This is an optimization exercise on Yosys and OpenROAD, whose aim is small area, a short achievable clock period and few clock cycles, not a production implementation.
The RTL was checked by simulation tests, not by an equivalence proof against the original design.
Power figures rest on the tool's default switching activity, not on a simulated workload.

Design gemm_controller, start of the top module:
module gemm_controller #(
  parameter int MAX_ELEMS = 16384,
  parameter mp_types::prec_e PREC = mp_types::PREC_INT8
)(
  input  logic        clk,
  input  logic        rstn,
  input  logic        start,
  input  logic [15:0] M, K, Ncols,
  output logic        done,
  output logic [$clog2(MAX_ELEMS)-1:0] addr_A,
  input  logic [31:0]                  data_A,
  output logic [$clog2(MAX_ELEMS)-1:0] addr_B,
  input  logic [31:0]                  data_B,
  output logic [$clog2(MAX_ELEMS)-1:0] addr_C,
  output logic [31:0]                  data_C,
  output logic                         we_C
);
  localparam int AW = $clog2(MAX_ELEMS);
  logic          run;
  logic [AW-1:0] krem, jrem, irem;
  logic          lk, lj, li;       
  logic          kf;               
  logic          dk;               
  logic [AW-1:0] Kw, Nw, Mw;
  assign Kw = K[AW-1:0];
  assign Nw = Ncols[AW-1:0];
  assign Mw = M[AW-1:0];
  logic [AW-1:0] Kr, Nr1;
  always_ff @(posedge clk) begin
    Kr  <= Kw;
    Nr1 <= Nw - 1'b1;
  end
  logic [AW-1:0] csel, cdec;
  logic          cis2;
  assign csel = !lk ? krem : (!lj ? jrem : irem);
  assign cdec = csel - 1'b1;
  assign cis2 = (csel == AW'(2));
  logic k1, n1, m1;
  assign k1 = (Kw == AW'(1));
  assign n1 = (Nw == AW'(1));
  assign m1 = (Mw == AW'(1));
  logic lk_n, lj_n, dk_n;
  assign lk_n = (!run | lk) ? k1 : cis2;
  assign lj_n = !run ? n1 : (!lk ? lj : (!lj ? cis2 : n1));
  assign dk_n = !run | (lk ^ dk);
  logic zB, invB, ciB;
  always_ff @(posedge clk) begin
    zB   <= lk_n & ~lj_n;
    invB <= lk_n ? lj_n : ~dk_n;
    ciB  <= lk_n | dk_n;
  end
  logic [AW-1:0] opA, opB, sumA, sumB;
  assign opA  = lk ? Kr : {{(AW-1){~dk}}, 1'b1};
  assign opB  = (zB ? AW'(0) : Nr1) ^ {AW{invB}};
  assign sumB = addr_B + opB + AW'(ciB);
  assign sumA = addr_A + opA;
  always_ff @(posedge clk) begin
    if (!rstn)     run <= 1'b0;
    else if (!run) run <= start;
    else           run <= ~(lk & lj & li);
  end
  always_ff @(posedge clk) begin
    if (!run) begin
      addr_A <= '0;
      addr_B <= '0;
      dk     <= 1'b1;
      kf     <= 1'b1;
      krem   <= Kw;   lk <= k1;
      jrem   <= Nw;   lj <= n1;
      irem   <= Mw;   li <= m1;
    end else begin
      kf <= lk;
      if (!lk | lj) addr_A <= sumA;    
      addr_B <= sumB;
      if (!lk) begin
        krem <= cdec;
  ...
For scale: ~1200 cells after synthesis, roughly 230 flip-flops, ~190 I/O pins.
export LEC_CHECK = 0
export CAP_MARGIN = 20
export CORE_MARGIN = 2
export CORE_UTILIZATION = 50
export CTS_BUF_LIST = sky130_fd_sc_hd__clkbuf_8
export CTS_CLUSTER_DIAMETER = 70
export CTS_CLUSTER_SIZE = 20
export PLACE_DENSITY = 0.65
export SETUP_SLACK_MARGIN = 5
export SLEW_MARGIN = 20
export TNS_END_PERCENT = 30
create_clock -name core_clock -period 8.0 [get_ports {clk}]
standard.sh (not shown) runs the stock make flow with config.mk's settings and CLKGATE_MAP_FILE= SYNTH_SCRIPT=/design/flow/synth_recipe.tcl, a recipe that flattens the netlist after the stock synthesis.
==> flow/flow/run.sh <==
#!/bin/bash
set -euo pipefail
bash standard.sh BUFFER_PORTS_ARGS="-buffer_cell sky130_fd_sc_hd__buf_1" finish > standard_flow.log 2>&1
The first run passed the timing, design-rule and antenna checks.
Testbench counts at the start, summed over its fixed seeds: cycles 75,253.
Then changed:
- CORE_UTILIZATION: 50 -> 40
- CTS_BUF_LIST: sky130_fd_sc_hd__clkbuf_8 -> sky130_fd_sc_hd__clkbuf_4
- CTS_CLUSTER_DIAMETER: 70 -> 40
- CTS_CLUSTER_SIZE: 20 -> 10
- PLACE_DENSITY: 0.65 -> 0.6
- TNS_END_PERCENT: 30 -> not set
Effect: The changed run finished with timing, DRC and antenna clean. Synthesized cell count is unchanged. Count of clock-buffer cells in the layout came out higher by 25. Via count came out higher by 1.7%. Non-clock buffer count came out higher by 10. Combinational power hardly moves. Clock skew came out higher by 0.020 ns. Final area came out higher by 4.0%. Worst hold slack is worse by 0.0077 ns.
Then changed:
- CORE_UTILIZATION: 40 -> 50
- CTS_BUF_LIST: sky130_fd_sc_hd__clkbuf_4 -> sky130_fd_sc_hd__clkbuf_8
- CTS_CLUSTER_DIAMETER: 40 -> 60
- CTS_CLUSTER_SIZE: 10 -> 16
- PLACE_DENSITY: 0.6 -> 0.65
- TNS_END_PERCENT: not set -> 30
Outcome: Non-clock buffer count shrinks by 8. Worst setup slack gains 0.028 ns. Final cell count shrinks by 5.4%. Critical path depth shrinks by 4. Utilization grows by 9.8 points. Worst hold slack gains 0.0036 ns. Die area shrinks by 20%. Clock power shrinks by 21%.
Then changed:
- CORE_UTILIZATION: 50 -> 40
- CTS_BUF_LIST: sky130_fd_sc_hd__clkbuf_8 -> sky130_fd_sc_hd__clkbuf_4
- CTS_CLUSTER_DIAMETER: 60 -> 30
- CTS_CLUSTER_SIZE: 16 -> 8
- PLACE_DENSITY: 0.65 -> 0.6
Effect:
- first-iteration DRC count climbs slightly
- clock-buffer cell count is higher by 34
- wire length came out higher by a few percent
- final cell count came out higher by a little under a tenth


Starting RTL as in the previous note.
export LEC_CHECK = 0
export CAP_MARGIN = 20
export CORE_MARGIN = 2
export CORE_UTILIZATION = 40
export CTS_BUF_LIST = sky130_fd_sc_hd__clkbuf_8
export CTS_CLUSTER_DIAMETER = 40
export CTS_CLUSTER_SIZE = 10
export PLACE_DENSITY = 0.6
export SETUP_SLACK_MARGIN = 5
export SLEW_MARGIN = 20
export TNS_END_PERCENT = 20
create_clock -name core_clock -period 8.0 [get_ports {clk}]
Scripts as last shown in full above: flow/flow/run.sh
Testbench counts at the start, summed over its fixed seeds: cycles 75,253.
Next try:
- TNS_END_PERCENT: 20 -> 10
=> The new run produced a clean layout; die area does not change; clock power barely changes; setup slack degrades by 0.062 ns; power hardly moves; non-clock buffer count decreases by 2; via count decreases by about 0.37%; design area hardly moves; flip-flop and latch count stays the same; wire length stays flat; global-route usage is about the same; clock-buffer cell count is unchanged.
Next try:
- CORE_UTILIZATION: 40 -> 50
- PLACE_DENSITY: 0.6 -> 0.65
- TNS_END_PERCENT: 10 -> 30
Effect:
- The changed run passed the timing, design-rule and antenna checks
- power drops by 1.2%
- via count stays flat
- wire length came out lower by about 5%
- register-to-register slack gets better by 0.04 ns
- synthesized area stays the same
- count of clock-buffer cells in the layout is lower by 5
- cell count fell by about 4%
- synthesized cell count is unchanged
- sequential share of layout area came out higher by 0.40 points
Next try:
- CORE_UTILIZATION: 50 -> 40
- PLACE_DENSITY: 0.65 -> 0.6
What happened: The changed run ran to the end with no violations. Critical path depth rose by 1. Power rises by 1.6%. Global-route usage falls by 3.2 points. Cell count grows by 4.5%. Non-clock buffer count increases by 4. Clock skew goes down by 0.0093 ns.
Next try:
- GPL_ROUTABILITY_DRIVEN: unset -> 0
The changed run ran to the end with no violations. Setup slack is unchanged. Die area is unchanged. Non-clock buffer count does not change. Global-route usage does not change. Sequential power is about the same. Cell area stays the same. Critical path depth is unchanged. Wire length does not change. Combinational power stays flat. First-iteration DRC count does not change. Synthesized cell count stays the same.


Another version of the RTL of gemm_controller (not shown whole).
Size: roughly 1,200 cells after synthesis, about 220 flip-flops, ~12,000 sq um of cells after synthesis.
==> flow/config.mk <==
export PLATFORM = sky130hd
export DESIGN_NAME = gemm_controller
export DESIGN_NICKNAME = gemm_controller
export VERILOG_FILES = /design/flow/design.v
export SDC_FILE = /design/flow/constraint.sdc
export NUM_CORES = 4
export LEC_CHECK = 0
export CAP_MARGIN = 20
export CORE_MARGIN = 2
export CORE_UTILIZATION = 55
export CTS_BUF_LIST = sky130_fd_sc_hd__clkbuf_4
export CTS_CLUSTER_DIAMETER = 30
export CTS_CLUSTER_SIZE = 8
export PLACE_DENSITY = 0.7
export SETUP_SLACK_MARGIN = 5
export SLEW_MARGIN = 20
==> flow/constraint.sdc <==
create_clock -name core_clock -period 8.0 [get_ports {clk}]
set_input_delay 1.6000 -clock core_clock [delete_from_list [all_inputs] [get_ports {clk}]]
set_output_delay 1.6000 -clock core_clock [all_outputs]
set_load 0.01 [all_outputs]
Scripts as last shown in full above: flow/flow/run.sh
Testbench counts at the start, summed over its fixed seeds: cycles 75,253.
Change:
- CORE_UTILIZATION: 55 -> 40
- CTS_BUF_LIST: sky130_fd_sc_hd__clkbuf_4 -> unset
- CTS_CLUSTER_DIAMETER: 30 -> unset
- CTS_CLUSTER_SIZE: 8 -> unset
- PLACE_DENSITY: 0.7 -> 0.6
Result: Non-clock buffer count grows by 8; setup slack is better by 32 ps; routed wire length grows by about 8%.
Change:
- CORE_UTILIZATION: 40 -> 55
- CTS_BUF_LIST: unset -> sky130_fd_sc_hd__clkbuf_4
- CTS_CLUSTER_DIAMETER: unset -> 40
- CTS_CLUSTER_SIZE: unset -> 10
- PLACE_DENSITY: 0.6 -> 0.7
After rerunning: The new run went through all stages and came out clean. Register-to-register slack barely changes. Cell count falls by 5.5%. Synthesized area stays the same. Sequential share of layout area rises by 1.5 points. Wire length falls by 7.4%. Global-route usage rises by 4.8 points. Final area falls by 4.0%. First-iteration DRC count falls by 13%. Setup slack improves by 5.3 ps. Clock power falls by 37%. Non-clock buffer count falls by 6.
Change:
==> flow/flow/run.sh (replaced) <==
#!/bin/bash
set -euo pipefail
bash standard.sh BUFFER_PORTS_ARGS="-buffer_cell sky130_fd_sc_hd__buf_1" SETUP_SLACK_MARGIN=5.3 finish > standard_flow.log 2>&1
- CORE_UTILIZATION: 55 -> 40
- CTS_BUF_LIST: sky130_fd_sc_hd__clkbuf_4 -> unset
- CTS_CLUSTER_DIAMETER: 40 -> unset
- CTS_CLUSTER_SIZE: 10 -> unset
- PLACE_DENSITY: 0.7 -> 0.6
Effect: Fmax went down by a few percent; clock power goes up by well over a third; count of clock-buffer cells in the layout shrinks by 15; clock skew fell by 16 ps; first-iteration DRC count decreases slightly; global-route usage came out lower by 4.9 points; non-clock buffer count goes up by 18.

port drivers added, routing unchanged:
No port has a modelled driver above. Below, the same layouts with a new extraction and two added sets of constraints.
Step 1 sets driving cells, clkbuf_16 on the clock port and buf_2 on the other inputs (assumed; they add their load-dependent delay and slew).
Step 2 adds t to the input delays and takes it off the output delays; t is the mean of the earliest and latest rising clock arrival at the registers after step 1. Input paths then give back, and output paths get back, about the clock's delay inside the block.
Three values: ideal ports, drivers, drivers and shift; two values: the first two.
| run | t (ns) | setup WS [ns] | worst setup path at the end |
|---|---|---|---|
| the first run of note 1 | 0.561 | 5.083 / 5.083 / 4.907 | input to register |
| the second run of note 1 | 0.656 | 5.068 / 5.058 / 4.859 | input to register |
| the third run of note 1 | 0.587 | 5.096 / 5.096 / 4.916 | input to register |
| the fourth run of note 1 | 0.703 | 5.026 / 4.983 / 4.856 | input to register |
| the first run of note 2 | 0.575 | 5.112 / 5.112 / 4.860 | input to register |
| the second run of note 2 | 0.575 | 5.050 / 5.050 / 4.862 | input to register |
| the third run of note 2 | 0.561 | 5.095 / 5.095 / 4.931 | input to register |
| the fourth run of note 2 | 0.575 | 5.113 / 5.113 / 4.864 | input to register |
| the fifth run of note 2 | 0.575 | 5.113 / 5.113 / 4.864 | input to register |
| the first run of note 3 | 0.667 | 4.987 / 4.987 / 4.736 | input to register |
| the second run of note 3 | 0.581 | 5.019 / 5.019 / 4.699 | input to register |
| the third run of note 3 | 0.660 | 5.024 / 5.024 / 4.737 | input to register |
| the fourth run of note 3 | 0.560 | 4.963 / 4.963 / 4.949 | input to register |
After both steps every run listed still meets setup and hold. The setup slack of the second run of note 3, which loses most, moves by 0.000 ns with the drivers and by -0.320 ns with both steps.
